Context: an optimization exercise on an open-source flow, tuned for a short achievable clock period and few clock cycles. The choices shown serve that exercise and are no tape-out recipe.
Only simulation tests tie the RTL to the original design; equivalence was not proved.

File: design/flow/constraint.sdc
create_clock -name core_clock -period 135.0 [get_ports {clk}]
set_input_delay 27.0000 -clock core_clock [delete_from_list [all_inputs] [get_ports {clk}]]
set_output_delay 27.0000 -clock core_clock [all_outputs]
set_load 0.01 [all_outputs]
File: design/flow/standard.sh
#!/bin/bash
# synth_recipe.tcl (not shown) runs the flow's synth.tcl, then flattens the netlist and writes it again
# the make line also repeats each setting of config.mk as NAME=value (left out here)
make -C /OpenROAD-flow-scripts/flow DESIGN_CONFIG=/design/flow/config.mk WORK_HOME=/design/flow/orfs CLKGATE_MAP_FILE= SYNTH_SCRIPT=/design/flow/synth_recipe.tcl "${@:-finish}"
File: design/flow/design.v
module adder(
	output logic [15:0] S,
	output logic Cout,
 	input logic [15:0] A, BB,
 	input logic Cin 
	);
  always_comb
     {Cout, S} = A + BB + Cin;
endmodule
module twoTOone_mux
	(
	input logic [15:0] a0,
	input logic [15:0] a1,
	input logic sel,
	output logic [15:0] out
	);
	assign out = sel ? a1 : a0;
endmodule
module fourTOone_mux
	(
	input logic [3:0] a0,
	input logic [3:0] a1,
	input logic [3:0] a2,
	input logic [3:0] a3,
	input logic [1:0] sel,
	output logic [3:0] out
	);
	assign out = sel[1] ? (sel[0] ? a3 : a2) : (sel[0] ? a1 : a0); 
endmodule
module fourTOone_mux2
	(
	input logic [15:0] a0,
	input logic [15:0] a1,
	input logic [15:0] a2,
	input logic [15:0] a3,
	input logic [1:0] sel,
	output logic [15:0] out
	);
	assign out = sel[1] ? (sel[0] ? a3 : a2) : (sel[0] ? a1 : a0); 
endmodule
module sixteenTOone_mux
	(
	input logic [15:0] a0,
	input logic [15:0] a1,
	input logic [15:0] a2,
	input logic [15:0] a3,	
	input logic [15:0] a4,
	input logic [15:0] a5,
	input logic [15:0] a6,
	input logic [15:0] a7,
	input logic [15:0] a8,
	input logic [15:0] a9,
	input logic [15:0] a10,
	input logic [15:0] a11,
	input logic [15:0] a12,
	input logic [15:0] a13,
	input logic [15:0] a14,
	input logic [15:0] a15,
	input logic [3:0] sel,
	output logic [15:0] out
	);
	assign out = sel[3] ? (sel[2] ? (sel[1] ? (sel[0] ? a15 : a14) : (sel[0] ? a13 : a12)) : (sel[1] ? (sel[0] ? a11 : a10) : (sel[0] ? a9 : a8))) : (sel[2] ? (sel[1] ? (sel[0] ? a7 : a6) : (sel[0] ? a5 : a4)) : (sel[1] ? (sel[0] ? a3 : a2) : (sel[0] ? a1 : a0)));  
endmodule
module zeroextender(
	input logic nextended,
	output logic [15:0] extended
	);
	wire [14:0] extend = 15'b000000000000000;
	assign extended =  {extend,nextended};
endmodule
module zeroextender_immediate(
	input logic [3:0] nextended,
	output logic [15:0] extended
	);
	wire [11:0] extend = 12'b000000000000;
	assign extended =  {extend,nextended};
endmodule
module zeroextender_j(
	input logic [11:0] nextended,
	output logic [15:0] extended
	);
	wire [3:0] extend = 4'b0000;
	assign extended =  {extend,nextended};
endmodule
module sign_extension (
		input logic signed [3:0] imm,
		output logic signed [15:0] signimm
		);
	assign signimm = imm;
endmodule
module arithematicshiftright(
	input logic [15:0] in,
	output logic [15:0] out
	);
	wire MSB = in[15];
	assign out = {MSB,in[15:1]};
endmodule
module logicalshiftleftVARIABLE(
	input logic [15:0] in,
	input logic [15:0] rfread,  
	output logic [15:0] out
	);
	assign out = in << rfread[3:0];
endmodule
module logicalshiftrightVARIABLE(
	input logic [15:0] in,
	input logic [15:0] rfread,  
	output logic [15:0] out
	);
	assign out = in >> rfread[3:0];
endmodule
module ALU(
	input logic [15:0] a, 
	input logic [15:0] b,
	input logic [4:0] ALUcontrol,
	output logic [15:0] y,
	output logic Cout,
	output logic zeroflag
	);
	wire[15:0] BB;
	wire[15:0] adderout;
	wire[15:0] zeroexout;
	wire[15:0] firstAND = a&BB;
	wire[15:0] firstOR = a|BB;
	wire[15:0] NOTfirstAND = ~firstAND;
	wire[15:0] NOTfirstOR = ~firstOR;
	wire[15:0] ASRout; 
	wire[15:0] LSLVout;
	wire[15:0] LSRVout;
	wire ALUcontrolMSB = ALUcontrol[4];
	wire [3:0] ALUcontrolLSB = ALUcontrol[3:0];
	adder ALU_adder(
	.A(a),.Cout(Cout),.BB(BB),.Cin(ALUcontrolMSB), .S(adderout)
	);
	twoTOone_mux ALU_input_mux(
	.a0(b),
	.a1(~b),
	.sel(ALUcontrolMSB),
	.out(BB)
	);
	zeroextender ALU_zeroextender(
	.nextended(adderout[15]),.extended(zeroexout)
	);
	arithematicshiftright ALU_ASR(
	.in(BB),
	.out(ASRout)
	);
	logicalshiftleftVARIABLE ALU_LSLV(
	.in(BB),.rfread(a),.out(LSLVout)
	);
	logicalshiftrightVARIABLE ALU_LSRV(
	.in(BB),.rfread(a),.out(LSRVout)
	);
	sixteenTOone_mux ALU_mux(
	.a0(NOTfirstOR|firstAND),
	.a1(NOTfirstOR|firstAND),
	.a2(NOTfirstAND&firstOR),
	.a3(NOTfirstAND&firstOR),
	.a4(NOTfirstAND),
	.a5(NOTfirstAND),
	.a6(NOTfirstOR),
	.a7(NOTfirstOR),
	.a8(firstAND),
	.a9(LSRVout),
	.a10(firstOR),
	.a11(firstOR),
	.a12(adderout),
	.a13(LSLVout),
	.a14(zeroexout),
	.a15(ASRout),
	.sel(ALUcontrolLSB),
	.out(y)
	);
	assign zeroflag = y ? 0 : 1;
endmodule
module PC(
	input logic clk,
	input logic rst,
	input logic [15:0] pcnext,
	output logic [15:0] pcout
	);
	reg [15:0] pc;
	always_ff@(posedge clk) begin
		if (rst)
			pc <= 16'b0000000000000000;
		else
			pc <= pcnext;
	end
	assign pcout = pc;
endmodule
module PCinputselectmux(
	output logic [1:0] out,
	input logic branch,
	input logic j,
	input logic jr
	);
	assign out = branch ? 2'b01 : (j ? 2'b10 : (jr ? 2'b11 : 2'b00));
endmodule
module branchcircuit(
	input logic [1:0] branch,  
	input logic zeroflag,  
	output logic PCsrc
	);
	always_comb
	case({branch,zeroflag})
		3'b000 :PCsrc = 0;
		3'b001 :PCsrc = 1;
		3'b010 :PCsrc = 1;
		3'b011 :PCsrc = 0;
		3'b100 :PCsrc = 0;
		3'b101 :PCsrc = 0;
		3'b110 :PCsrc = 0;
		3'b111 :PCsrc = 0;
	endcase
endmodule
module registerfile(
	output logic [15:0]rd1,rd2,  
	input logic clk,we3,  
	input logic [3:0]ra1,ra2,wa3,  
	input logic [15:0]wd3  
	);
	reg [15:0] rf[15:0];
	always_ff@(posedge clk)begin
		if(we3)begin 
			rf[wa3] <= wd3;
		end
	end
	assign rd1 = (ra1 != 0) ? rf[ra1] : 0;
	assign rd2 = (ra2 != 0) ? rf[ra2] : 0;
endmodule
module hiloreg(
	output logic [15:0]rd,  
	input logic clk,wehilo,  
	input logic [15:0]wd  
	);
	reg [15:0] rf;
	always_ff@(posedge clk)begin
		if(wehilo)begin 
			rf <= wd;
		end
	end 
	assign rd = rf;
endmodule
module multiply #(parameter N=16)
	(
	input logic [N-1:0] a,b,
	output logic [2*N-1:0] y
	);
	assign y  = a*b;
endmodule
module divide#(parameter N=16)
	(
	input logic [N-1:0] a,b,
	output logic [2*N-1:0] y,
	output logic [N-1:0] mod
	);
	assign y  = (b == 0) ? 32'h0000FFFF : a/b;
	assign mod = (b == 0) ? a : a%b;
endmodule
module control_unit(
	input logic [5:0] opcode,
	output logic we3,
	output logic ALUsrc,
	output logic [4:0] ALUcontrol,
	output logic we,
	output logic [1:0] regdata,
	output logic [1:0] regwrite,
	output logic j,
	output logic wehilo,
	output logic jr,
	output logic multdiv,
	output logic [1:0] branch,
	output logic mod
	);
	logic [18:0] signals;
	assign {multdiv,ALUsrc,ALUcontrol,j,jr,regwrite,branch,we,regdata,we3,wehilo,mod} = signals;
	always_comb
	case(opcode)
		6'b000000  :signals = 19'b0001100000110000100;  
		6'b000001  :signals = 19'b0011100000110000100;  
		6'b000010  :signals = 19'b0101100000010001100;  
		6'b000011  :signals = 19'b0101100000010100000;  
		6'b000100  :signals = 19'b0001000000110000100;  
		6'b000101  :signals = 19'b0001010000110000100;  
		6'b000110  :signals = 19'b0000100000110000100;  
		6'b000111  :signals = 19'b0000110000110000100;  
		6'b001000  :signals = 19'b0000010000110000100;  
		6'b001001  :signals = 19'b0000000000110000100;  
		6'b001010  :signals = 19'b0011000000110000100;  
		6'b001011  :signals = 19'b0011010000110000100;  
		6'b001100  :signals = 19'b0010100000110000100;  
		6'b001101  :signals = 19'b0010110000110000100;  
		6'b001110  :signals = 19'b0010000000110000100;  
		6'b001111  :signals = 19'b0010010000110000100;  
		6'b010000  :signals = 19'b0011110000110000100;  
		6'b010001  :signals = 19'b0011100000000000000;  
		6'b010010  :signals = 19'b0011100000001000000;  
		6'b110011  :signals = 19'b0101100000010000100;  
		6'b010100  :signals = 19'b0000000000010000010;  
		6'b010101  :signals = 19'b1000000000010000010;  
		6'b010110  :signals = 19'b0000000000010010100;  
		6'b010111  :signals = 19'b0000000000010011100;  
		6'b011010  :signals = 19'b0001111000110000100;  
		6'b011011  :signals = 19'b0001101000110000100;  
		6'b011100  :signals = 19'b0001001000110000100;  
		6'b011101  :signals = 19'b0000000100010000000;  
		6'b011110  :signals = 19'b0000000010010000000;  
		6'b011111  :signals = 19'b0000000000110000101;  
		default    :signals = 19'b0000000000010000000;  
	endcase
endmodule
module datapath(
	input logic clk,
	input logic we3,  
	input logic ALUsrc,  
	input logic [4:0] ALUcontrol,  
	output logic ALUcout,  
	input logic we,  
	input logic [1:0] regdata,  
	input logic [1:0] regwrite,  
	input logic j,  
	input logic wehilo,  
	input logic jr,  
	input logic multdiv,  
	input logic [1:0] branch,  
	output logic [5:0] opcode,  
	input logic mod,
	input logic rst,
	output logic [15:0] imem_addr,
	input logic [17:0] imem_rdata,
	output logic [15:0] dmem_addr,
	output logic [15:0] dmem_wdata,
	output logic dmem_we,
	input logic [15:0] dmem_rdata
	);
	wire [15:0] pcinput;
	wire [15:0] pcoutput;
	wire [17:0] instructionmemoryoutput;  
	wire [3:0] rfreadaddress1;  
	wire [3:0] rfreadaddress2;  
	assign rfreadaddress1 = instructionmemoryoutput[11:8];
	assign rfreadaddress2 = instructionmemoryoutput[7:4];
	wire [3:0] rfwriteaddress;  
	wire [3:0] rfwriteaddressoption1;
	assign rfwriteaddressoption1 = instructionmemoryoutput[7:4];
	wire [3:0] rfwriteaddressoption2; 
	assign rfwriteaddressoption2 = instructionmemoryoutput[3:0];
	wire [15:0] rfwritedata;  
	wire [15:0] rfreadoutput1;  
	wire [15:0] rfreadoutput2;  
	wire zeroflag;
	wire [15:0] ALUinputA;  
	wire [15:0] signx_immediate;  
	wire [15:0] ALUoutput;  
	wire [15:0] dataoutput;  
	wire branchsrc;  
	wire [15:0] J_MUX_INPUT;  
	wire [15:0] hiregout;  
	wire [15:0] loregout;  
	wire [15:0] hiregin;  
	wire [15:0] loregin;  
	wire [31:0] multout;  
	wire [31:0] divout;  
	wire [15:0] lslout;  
	wire [15:0] lsrout;  
	wire [15:0] asrout;  
	wire [15:0] lslVout;  
	wire [15:0] lsrVout;  
	wire [15:0] zerox_immediate;  
	wire [1:0] pcinputmuxsel;  
	wire [15:0] modout;  
	wire [15:0] modmuxout;  
	assign opcode = instructionmemoryoutput[17:12];
	zeroextender_j data_zeroextender_j(
	.nextended(instructionmemoryoutput[11:0]),.extended(J_MUX_INPUT)
	);
	logic jism;
	assign jism = j;
	logic jrism;
	assign jrism = jr;
	PCinputselectmux data_PCinputselectmux(
	.out(pcinputmuxsel),.branch(branchsrc),.j(jism),.jr(jrism)
	);
	fourTOone_mux2 PCinputmux(
	.a0(16'b0000000000000001+pcoutput),.a1(16'b0000000000000001+pcoutput+zerox_immediate),.a2(J_MUX_INPUT),.a3(rfreadoutput1),.sel(pcinputmuxsel),.out(pcinput)
	);
	PC data_PC(
	.clk(clk),.rst(rst),.pcnext(pcinput),.pcout(pcoutput)
	);
	assign imem_addr = pcoutput;
	assign instructionmemoryoutput = imem_rdata;
	registerfile data_rf(
	.rd1(rfreadoutput1),.rd2(rfreadoutput2),.clk(clk),.we3(we3),.ra1(rfreadaddress1),
	.ra2(rfreadaddress2),.wa3(rfwriteaddress),.wd3(modmuxout)
	);
	ALU data_ALU(
	.a(ALUinputA),.b(rfreadoutput1),.ALUcontrol(ALUcontrol),.y(ALUoutput),.Cout(ALUcout),.zeroflag(zeroflag)
	);	
	twoTOone_mux ALUinputselectmux(
	.a0(rfreadoutput2),.a1(signx_immediate),.sel(ALUsrc),.out(ALUinputA)
	);
	zeroextender_immediate data_zeroextender_immediate(
	.nextended(instructionmemoryoutput[3:0]),.extended(zerox_immediate)
	);
	sign_extension data_signx_immediate(
	.imm(instructionmemoryoutput[3:0]),.signimm(signx_immediate)
	);
	assign dmem_addr = ALUoutput;
	assign dmem_wdata = rfreadoutput2;
	assign dmem_we = we;
	assign dataoutput = dmem_rdata;
	fourTOone_mux2 data_rfwritedata_mux(
	.a0(ALUoutput),.a1(dataoutput),.a2(hiregout),.a3(loregout),.sel(regdata),.out(rfwritedata)
	);
	fourTOone_mux data_rfwriteaddress_mux(
	.a0(rfwriteaddressoption1),.a1(rfwriteaddressoption2),.a2(4'b0000),.a3(4'b0000),.sel(regwrite),.out(rfwriteaddress)
	);
	twoTOone_mux hiMUX(
	.a0(multout[31:16]),.a1(divout[31:16]),.sel(multdiv),.out(hiregin)
	);
	twoTOone_mux loMUX(
	.a0(multout[15:0]),.a1(divout[15:0]),.sel(multdiv),.out(loregin)
	);	
	hiloreg data_hi(
	.rd(hiregout),.clk(clk),.wehilo(wehilo),.wd(hiregin)
	);
	hiloreg data_lo(
	.rd(loregout),.clk(clk),.wehilo(wehilo),.wd(loregin)
	);
	branchcircuit data_branchcircuit(
	.branch(branch),.zeroflag(zeroflag),.PCsrc(branchsrc)	
	);
	multiply data_multiply(
	.a(rfreadoutput1),.b(rfreadoutput2),.y(multout)
	);
	divide data_divide(
	.a(rfreadoutput1),.b(rfreadoutput2),.y(divout),.mod(modout)
	);
	twoTOone_mux data_modmux(
	.a0(rfwritedata),.a1(modout),.sel(mod),.out(modmuxout)
	);
endmodule
module processor1(
	input  logic        clk,
	input  logic        rst,
	output logic [15:0] imem_addr,
	input  logic [17:0] imem_rdata,
	output logic [15:0] dmem_addr,
	output logic [15:0] dmem_wdata,
	output logic        dmem_we,
	input  logic [15:0] dmem_rdata
	);
	localparam logic [5:0] OP_ADD=6'h00, OP_SUB=6'h01, OP_LW=6'h02, OP_SW=6'h03,
		OP_AND=6'h04, OP_OR=6'h05, OP_NAND=6'h06, OP_NOR=6'h07, OP_XOR=6'h08,
		OP_XNOR=6'h09, OP_ANDN=6'h0a, OP_ORN=6'h0b, OP_NANDN=6'h0c, OP_NORN=6'h0d,
		OP_XNORN=6'h0e, OP_XORN=6'h0f, OP_SLT=6'h10, OP_BEQ=6'h11, OP_BNE=6'h12,
		OP_ADDI=6'h33, OP_MULT=6'h14, OP_DIV=6'h15, OP_MFHI=6'h16, OP_MFLO=6'h17,
		OP_ASR=6'h1a, OP_LSLV=6'h1b, OP_LSRV=6'h1c, OP_J=6'h1d, OP_JR=6'h1e,
		OP_MOD=6'h1f;
	logic [15:0] pc_f, pc_out;
	assign imem_addr = pc_out;
	logic [17:0] ir;
	logic [15:0] ir_pc;
	logic        ir_valid;
	logic        ir_pred;
	logic        use_hold;
	logic [17:0] h_ir;
	logic [15:0] h_pc;
	logic        h_pred;
	wire [17:0] e_ir    = use_hold ? h_ir : ir;
	wire [15:0] e_pc    = use_hold ? h_pc : ir_pc;
	wire        e_valid = use_hold | ir_valid;
	wire        e_pred  = use_hold ? h_pred : ir_pred;
	wire [5:0] op = e_ir[17:12];
	wire [3:0] ra = e_ir[11:8];
	wire [3:0] rb = e_ir[7:4];
	wire [3:0] rc = e_ir[3:0];
	wire [15:0] simm = {{12{rc[3]}}, rc};
	wire [15:0] zimm = {12'b0, rc};
	logic [15:0] rf [1:15];
	logic [15:0] hi, lo;
	logic        ld_m_valid;    
	logic [3:0]  ld_m_dst;
	logic        ld_w_valid;    
	logic [3:0]  ld_w_dst;
	logic [15:0] ldr;
	logic        d1_valid;
	logic        d1_mod;
	logic [3:0]  d1_dst;
	logic [7:0]  d1_a, d1_q;
	logic [15:0] d1_b, d1_r;
	wire [15:0] rf_a = (ra == 4'd0) ? 16'd0 : rf[ra];
	wire [15:0] rf_b = (rb == 4'd0) ? 16'd0 : rf[rb];
	wire [15:0] A = (ld_w_valid && ld_w_dst == ra && ra != 4'd0) ? ldr : rf_a;
	wire [15:0] B = (ld_w_valid && ld_w_dst == rb && rb != 4'd0) ? ldr : rf_b;
	logic reads_a, reads_b;
	always_comb begin
		reads_a = 1'b1;
		reads_b = 1'b1;
		case (op)
			OP_LW, OP_ADDI, OP_ASR, OP_JR: reads_b = 1'b0;
			OP_J, OP_MFHI, OP_MFLO: begin reads_a = 1'b0; reads_b = 1'b0; end
			default: ;
		endcase
	end
	logic        e_wen;
	logic [3:0]  e_wdst;
	always_comb begin
		e_wen = 1'b0;
		e_wdst = rc;
		case (op)
			OP_ADD, OP_SUB, OP_AND, OP_OR, OP_NAND, OP_NOR, OP_XOR, OP_XNOR,
			OP_ANDN, OP_ORN, OP_NANDN, OP_NORN, OP_XNORN, OP_XORN, OP_SLT,
			OP_ASR, OP_LSLV, OP_LSRV: e_wen = 1'b1;
			OP_ADDI, OP_MFHI, OP_MFLO: begin e_wen = 1'b1; e_wdst = rb; end
			default: ;
		endcase
	end
	wire is_mf = (op == OP_MFHI) | (op == OP_MFLO);
	wire ld_a = ld_m_valid & reads_a & (ra == ld_m_dst);
	wire ld_b = ld_m_valid & reads_b & (rb == ld_m_dst);
	wire jr_fwd = (op == OP_JR) & ld_a;
	wire sw_fwd = (op == OP_SW) & ld_b;
	wire ld_hazard = (ld_a & (op != OP_JR)) | (ld_b & (op != OP_SW));
	wire d1_hazard = d1_valid &
	                 (d1_mod ? ((d1_dst != 4'd0) &
	                            ((reads_a & (ra == d1_dst)) | (reads_b & (rb == d1_dst))))
	                         : is_mf);
	wire stall = e_valid & (ld_hazard | d1_hazard);
	wire e_go = e_valid & ~stall;
	logic [15:0] alu;
	alu u_alu(.op(op), .a(A), .b(B), .simm(simm), .hi(hi), .lo(lo), .y(alu));
	wire e_we = e_go & e_wen & (e_wdst != 4'd0);
	wire [31:0] prod = A * B;
	wire [15:0] e_r;
	wire [7:0]  e_q;
	div8 u_div_hi(.r(16'd0), .a(A[15:8]), .d(B), .q(e_q), .rout(e_r));
	wire [15:0] d1_rem;
	wire [7:0]  d1_qlo;
	div8 u_div_lo(.r(d1_r), .a(d1_a), .d(d1_b), .q(d1_qlo), .rout(d1_rem));
	wire is_br   = (op == OP_BEQ) | (op == OP_BNE);
	wire eq      = (A == B);
	wire taken   = ((op == OP_BEQ) & eq) | ((op == OP_BNE) & ~eq);
	wire br_miss = is_br & (taken != e_pred) & (rc != 4'd0);
	wire redirect = e_go & (br_miss | (op == OP_JR));
	wire [15:0] e_pc_inc = e_pc + 16'd1;
	wire [15:0] redirect_pc = (op == OP_JR) ? A : (taken ? e_pc_inc + zimm : e_pc_inc);
	logic [15:0] zk;
	wire alu_zero = (alu == 16'd0);
	wire ldr_zero = (ldr == 16'd0);
	always_comb begin
		zk[0] = 1'b1;
		for (int i = 1; i < 16; i++) begin
			if (e_we && e_wdst == i)
				zk[i] = alu_zero;
			else if (d1_valid && d1_mod && d1_dst == i)
				zk[i] = 1'b0;
			else if (ld_w_valid && ld_w_dst == i)
				zk[i] = ldr_zero;
			else
				zk[i] = (rf[i] == 16'd0);
			if ((ld_m_valid && ld_m_dst == i) ||
			    (e_go && op == OP_LW && rb == i) ||
			    (e_go && op == OP_MOD && rc == i))
				zk[i] = 1'b0;
		end
	end
	wire        pc_ov  = redirect | stall;
	wire [15:0] pc_ovv = redirect ? redirect_pc : pc_f;
	wire [15:0] pc_d, pc_out_d;
	wire [3:0]  f_preds, f_preds2;
	wire        f_pred = f_preds[0];
	wire [15:0] pc_inc = pc_f + 16'd1;
	wire [11:0] pc_inc_hi1 = pc_inc[15:4] + 12'd1;
	wire        ld_pc = e_go & jr_fwd;
	genvar k;
	generate
		for (k = 0; k < 4; k++) begin : g_pc
			pc_next #(.S(k)) u_pc(.ins(imem_rdata), .pc_inc(pc_inc), .pc_inc_hi1(pc_inc_hi1),
			                      .zk(zk), .ov(pc_ov), .ov_pc(pc_ovv), .ld_pc(ld_pc),
			                      .ld_data(dmem_rdata), .rst(rst), .pc_d(pc_d[4*k+3:4*k]),
			                      .pred(f_preds[k]));
			pc_next #(.S(k)) u_pc_out(.ins(imem_rdata), .pc_inc(pc_inc), .pc_inc_hi1(pc_inc_hi1),
			                          .zk(zk), .ov(pc_ov), .ov_pc(pc_ovv), .ld_pc(ld_pc),
			                          .ld_data(dmem_rdata), .rst(rst), .pc_d(pc_out_d[4*k+3:4*k]),
			                          .pred(f_preds2[k]));
		end
	endgenerate
	wire [15:0] mem_addr = A + simm;
	always_ff @(posedge clk) begin
		pc_f     <= pc_d;
		pc_out   <= pc_out_d;
		ir       <= imem_rdata;
		ir_pc    <= pc_f;
		ir_valid <= ~rst & ~redirect;
		ir_pred  <= f_pred;
		use_hold <= ~rst & stall;
		if (stall) begin
			h_ir <= e_ir;
			h_pc <= e_pc;
			h_pred <= e_pred;
		end
		for (int i = 1; i < 16; i++) begin
			if (e_we && e_wdst == i)
				rf[i] <= alu;
			else if (d1_valid && d1_mod && d1_dst == i)
				rf[i] <= d1_rem;
			else if (ld_w_valid && ld_w_dst == i)
				rf[i] <= ldr;
		end
		if (e_go && op == OP_MULT) begin
			hi <= prod[31:16];
			lo <= prod[15:0];
		end else if (d1_valid && !d1_mod) begin
			hi <= 16'd0;
			lo <= {d1_q, d1_qlo};
		end
		d1_valid <= ~rst & e_go & ((op == OP_DIV) | (op == OP_MOD));
		d1_mod   <= (op == OP_MOD);
		d1_dst   <= rc;
		d1_a     <= A[7:0];
		d1_b     <= B;
		d1_q     <= e_q;
		d1_r     <= e_r;
		dmem_addr  <= mem_addr;
		dmem_wdata <= sw_fwd ? dmem_rdata : B;
		dmem_we    <= ~rst & e_go & (op == OP_SW);
		ld_m_valid <= ~rst & e_go & (op == OP_LW) & (rb != 4'd0);
		ld_m_dst   <= rb;
		ldr        <= dmem_rdata;
		ld_w_valid <= ~rst & ld_m_valid & ~(e_we & (e_wdst == ld_m_dst));
		ld_w_dst   <= ld_m_dst;
	end
endmodule
module pc_next #(parameter int S = 0) (
	input  logic [17:0] ins,
	input  logic [15:0] pc_inc,
	input  logic [11:0] pc_inc_hi1,    
	input  logic [15:0] zk,
	input  logic        ov,
	input  logic [15:0] ov_pc,
	input  logic        ld_pc,
	input  logic [15:0] ld_data,
	input  logic        rst,
	output logic [3:0]  pc_d,
	output logic        pred
	);
	wire [5:0] op   = ins[17:12];
	wire       is_j = (op == 6'h1d);
	wire       beq  = (op == 6'h11);
	wire       bne  = (op == 6'h12);
	wire       feq  = (ins[11:8] == ins[7:4]);
	wire       a0   = (ins[11:8] == 4'd0);
	wire       p0   = (beq & feq) | (bne & ~feq);
	wire       m    = (beq | bne) & a0 & ~feq & ~ld_pc & ~ov;
	wire       flip = m & zk[ins[7:4]];
	assign pred = p0 ^ flip;
	wire [4:0]  lo   = {1'b0, pc_inc[3:0]} + {1'b0, ins[3:0]};
	wire [15:0] btgt = {lo[4] ? pc_inc_hi1 : pc_inc[15:4], lo[3:0]};
	wire [15:0] jt   = {4'b0000, ins[11:0]};
	wire [3:0]  f0   = is_j ? jt[4*S+3:4*S] : (p0 ? btgt[4*S+3:4*S] : pc_inc[4*S+3:4*S]);
	wire [3:0]  f1   = p0 ? pc_inc[4*S+3:4*S] : btgt[4*S+3:4*S];
	wire [3:0]  x0   = ld_pc ? ld_data[4*S+3:4*S] : (ov ? ov_pc[4*S+3:4*S] : f0);
	assign pc_d = {4{~rst}} & (flip ? f1 : x0);
endmodule
module div8(
	input  logic [15:0] r,
	input  logic [7:0]  a,
	input  logic [15:0] d,
	output logic [7:0]  q,
	output logic [15:0] rout
	);
	function automatic logic [16:0] div_step(input logic [15:0] rr, input logic x,
	                                         input logic [15:0] dd);
		logic [15:0] t, g, p, gn, pn, c;
		logic        ge;
		t = {rr[14:0], x};
		g = t & ~dd;
		p = t | ~dd;
		for (int s = 1; s < 16; s = s * 2) begin
			gn = g;
			pn = p;
			for (int i = s; i < 16; i++) begin
				gn[i] = g[i] | (p[i] & g[i-s]);
				pn[i] = p[i] & p[i-s];
			end
			g = gn;
			p = pn;
		end
		c[0] = 1'b1;
		for (int i = 1; i < 16; i++)
			c[i] = g[i-1] | p[i-1];
		ge = rr[15] | g[15] | p[15];
		div_step = {ge, t ^ ({16{ge}} & (~dd ^ c))};
	endfunction
	always_comb begin
		logic [16:0] s;
		rout = r;
		for (int i = 7; i >= 0; i--) begin
			s = div_step(rout, a[i], d);
			q[i] = s[16];
			rout = s[15:0];
		end
	end
endmodule
module alu(
	input  logic [5:0]  op,
	input  logic [15:0] a,
	input  logic [15:0] b,
	input  logic [15:0] simm,
	input  logic [15:0] hi,
	input  logic [15:0] lo,
	output logic [15:0] y
	);
	wire [15:0] sum  = b + a;
	wire [15:0] diff = b - a;
	always_comb begin
		case (op)
			6'h00: y = sum;
			6'h01: y = diff;
			6'h04: y = b & a;
			6'h05: y = b | a;
			6'h06: y = ~(b & a);
			6'h07: y = ~(b | a);
			6'h08: y = b ^ a;
			6'h09: y = ~(b ^ a);
			6'h0a: y = b & ~a;
			6'h0b: y = b | ~a;
			6'h0c: y = ~(b & ~a);
			6'h0d: y = ~(b | ~a);
			6'h0e: y = ~(b ^ ~a);
			6'h0f: y = b ^ ~a;
			6'h10: y = {15'b0, diff[15]};
			6'h1a: y = {a[15], a[15:1]};
			6'h1b: y = a << b[3:0];
			6'h1c: y = a >> b[3:0];
			6'h33: y = a + simm;
			6'h16: y = hi;
			6'h17: y = lo;
			default: y = 16'd0;
		endcase
	end
endmodule
File: design/flow/config.mk
export PLATFORM = sky130hd
export DESIGN_NAME = processor1
export DESIGN_NICKNAME = processor1
export VERILOG_FILES = /design/flow/design.v
export SDC_FILE = /design/flow/constraint.sdc
export NUM_CORES = 4
export LEC_CHECK = 0
export CAP_MARGIN = 20
export CORE_MARGIN = 2
export CORE_UTILIZATION = 40
export SLEW_MARGIN = 20
export SYNTH_HIERARCHICAL = 1
export SYNTH_MINIMUM_KEEP_SIZE = 0
File: design/flow/flow/run.sh
#!/bin/bash
set -euo pipefail
export BUFFER_PORTS_ARGS="-buffer_cell sky130_fd_sc_hd__buf_4"
export SETUP_SLACK_MARGIN=107
bash standard.sh > standard_flow.log 2>&1
==> flow_metrics.env <==
export IMPL_arrival_ns=28.93
export IMPL_r2r_start="use_hold$_DFF_P_"
export IMPL_drc=0
export IMPL_layout_nets=8591
export IMPL_cp_required_ns=135.64
export IMPL_fin_skew_ns=0.100
export IMPL_status="finished clean"
export IMPL_rr_worst_depth=84
export IMPL_cts_tree="built"
export IMPL_hold_start="pc_f[0]$_DFF_P_"
export IMPL_cts_root_buf="clkbuf_16"
export IMPL_fin_tns_setup_ns=0
export IMPL_worst_setup_path_end_kind="register"
export IMPL_reg_top3="rf (240), h_ir (18), ir (18)"
export IMPL_antenna_left=0
export IMPL_vias=67100
export IMPL_wl_per_cell_um=29.1
export IMPL_whs_ns=0.451
export IMPL_layout_setup_ws_ns=106.71
export IMPL_r2r_end="d1_r[1]$_DFF_P_"
export IMPL_place_hpwl_mm=210
export IMPL_fp_row_count=148
export IMPL_cpLargestDelayFamily="buffers and inverters"
export IMPL_first_iter_violations=8817
export IMPL_largest_reg_flops=240
export IMPL_rsz0062_at_grt="yes"
export IMPL_crit_type="primary input to register"
export IMPL_final_hold_viol_count=0
export IMPL_antenna_found_initial=8
export IMPL_gp_congestion=1.03
export IMPL_clk_latency_ns=0.76
export IMPL_start_kind="primary input"
export IMPL_slowest_stage="nor4_4"
export IMPL_syn2layout_area_growth_pct=12.5
export IMPL_cts_sinks=489
export IMPL_min_path_type="register to register"
export IMPL_reg2reg_setup_slack_ns=109.07
export IMPL_synth_area_per_cell_um2=8.05
export IMPL_relSlewSlack=0.155
export IMPL_grt_pass1_vias=61900
export IMPL_grt_start_max_net_pins=64
export IMPL_drive_gt1_frac=0.133
export IMPL_fill_cells=16000
export IMPL_cts_max_level=2
export IMPL_post_route_period_util=0.210
export IMPL_grt_pass1_wl_mm=431
export IMPL_hold_end="ir_pc[0]$_DFF_P_"
export IMPL_via_per_inst=6.49
export IMPL_setup_violations=0
export IMPL_synth_area_mm2=0.0652
export IMPL_whs_path_depth=0
export IMPL_syn_inst=8098
export IMPL_fin_area_mm2=0.0733
export IMPL_path_max_fanout=7
export IMPL_maxCapViolCount=0
export IMPL_clockBufferDepth=3
export IMPL_dieArea_mm2=0.166
export IMPL_ys_warn_count=26
export IMPL_critical_path_buf_inv_count=4
export IMPL_portBuffers=84
export IMPL_path_clk_slew_ns=0.08
export IMPL_first_pass_iters=11
export IMPL_fmax_ghz=0.0353
export IMPL_place_area_mm2=0.0686
export IMPL_max_stage_delay_ns=0.38
export IMPL_worst_pin_slew_ns=1.26
export IMPL_pre_cts_slack_ns=105.19
export IMPL_fp_dieH_um=408
export IMPL_top_register="rf"
export IMPL_die_w_um=408
export IMPL_drv_slew=0
export IMPL_routed_wl_mm=301
export IMPL_io_pins=85
export IMPL_period_minus_slack_ns=28.29
export IMPL_overflow=0
export IMPL_core_area_mm2=0.162
export IMPL_grt_use_total=0.344
export IMPL_path_cells="buf_16 > buf_12 > buf_6 > xor2_4 > nor4_4 > mux2i_4 > clkbuf_16 > a2111o_1 > and3_4 > a211oi_2"
export IMPL_cts_buffers=59
export IMPL_startpoint="imem_rdata[11]"
export IMPL_start_util=0.402
## how the worst max path moves through the flow
stage	cells after the start	endpoint
6_report	10	pc_f[10]$_DFF_P_
5_1_grt	9	pc_f[7]$_DFF_P_
4_1_cts	1	dmem_wdata[12]
3_5_place_dp	7	pc_out[2]$_DFF_P_
3_3_place_gp	7	pc_f[2]$_DFF_P_
2_1_floorplan	6	pc_out[2]$_DFF_P_
## metal layers
metal | global-route usage | vias up | routed length (um) | part of all wire
li1 | - | 29400 | - | -
met1 | 0.454 | 32500 | 119000 | 0.40
met2 | 0.517 | 4166 | 128000 | 0.43
met3 | 0.0833 | 968 | 34200 | 0.11
met4 | 0.183 | 6 | 19000 | 0.063
met5 | 0 | - | 41 | 0.00014
## per-stage QoR
step           utilization  instances
2_1_floorplan            -       8175
3_3_place_gp         0.423      10100
3_5_place_dp         0.423      10100
4_1_cts              0.447      10300
5_1_grt              0.452      10300
6_report             0.452      10300
## cells in the final DEF (no fill, tap or decap), types with 60 or more instances in the layout
cell	instances
ha_1	247
maj3_1	126
and3_1	60
nor4_1	110
xor2_1	116
mux2i_1	381
inv_1	471
edfxtp_1	307
nand2_1	698
o211ai_1	79
nand2b_1	80
nor2b_1	84
a22oi_1	164
and2_1	86
nand3_1	184
nor2_1	835
nand4_1	71
fa_1	200
buf_4	316
o21ai_1	80
buf_6	69
a21o_1	60
nor3_1	143
a31oi_1	94
o21ai_0	334
conb_1	79
clkbuf_16	67
a21oi_1	497
dfxtp_1	132
xnor2_1	470
## worst reg2reg max path, delay by kind of cell (launching register included)
family,cells,cell delay (ns)
AOI/OAI and AO/OA,38,10.45
xor gates and xnor gates,5,2.13
adders and majority gates,6,2.26
buffers and inverters,12,4.15
DFF,1,0.70
muxes,6,1.57
and+or+nand+nor,17,4.49
## repair_timing
item | 4_1_cts | 5_1_grt
setup endpoints to repair | 82 | 82
buffers inserted | 61 | 36
endpoints found under the hold margin | 0 | 0
cloned | 11 | 5
pin swaps | 45 | 42
hold buffers | 0 | 0
resized for setup | 229 | 62
## final cells by class
| cell class | instances | area (um^2) | area share |
|---|---|---|---|
| clock inverter | 44 | 510 | 0.00696 |
| clock buffer | 68 | 1580 | 0.0216 |
| timing repair buffer | 424 | 4150 | 0.0566 |
| multi-input combinational | 6613 | 49400 | 0.674 |
| sequential | 489 | 13000 | 0.177 |
| tap | 2175 | 2720 | 0.0371 |
| inverter | 521 | 1960 | 0.0267 |
| antenna | 3 | 7.51 | 0.000102 |
Testbench counts, summed over its fixed seeds: cycles 20,573.

-- separate check: timing with driven ports --
Ports are ideal in the flow. The routed layout listed here was re-timed in OpenROAD. Step 1: set_driving_cell puts a clkbuf_16 on clk and a buf_2 on each other input, an assumption about the parent block. Step 2 moves the port delays by t, midway between the first and last clock arrival at a register: inputs arrive t later, outputs are due t later. That takes back most of the time a late clock gives input paths. Slacks: no drivers / after step 1 / after step 2; pairs: no drivers / after step 1.
t (ns): 0.792
setup slack, ns: 106.708 / 106.658 / 105.893
worst hold slack (ns): 0.451 / 0.451 / 0.451
worst data-port slew with drivers (ns): 0.27
pins driven straight from the clock port: 1
After both steps setup and hold are still met in this run. The setup slack of this run moves by -0.050 ns with the drivers and by -0.815 ns with both steps.
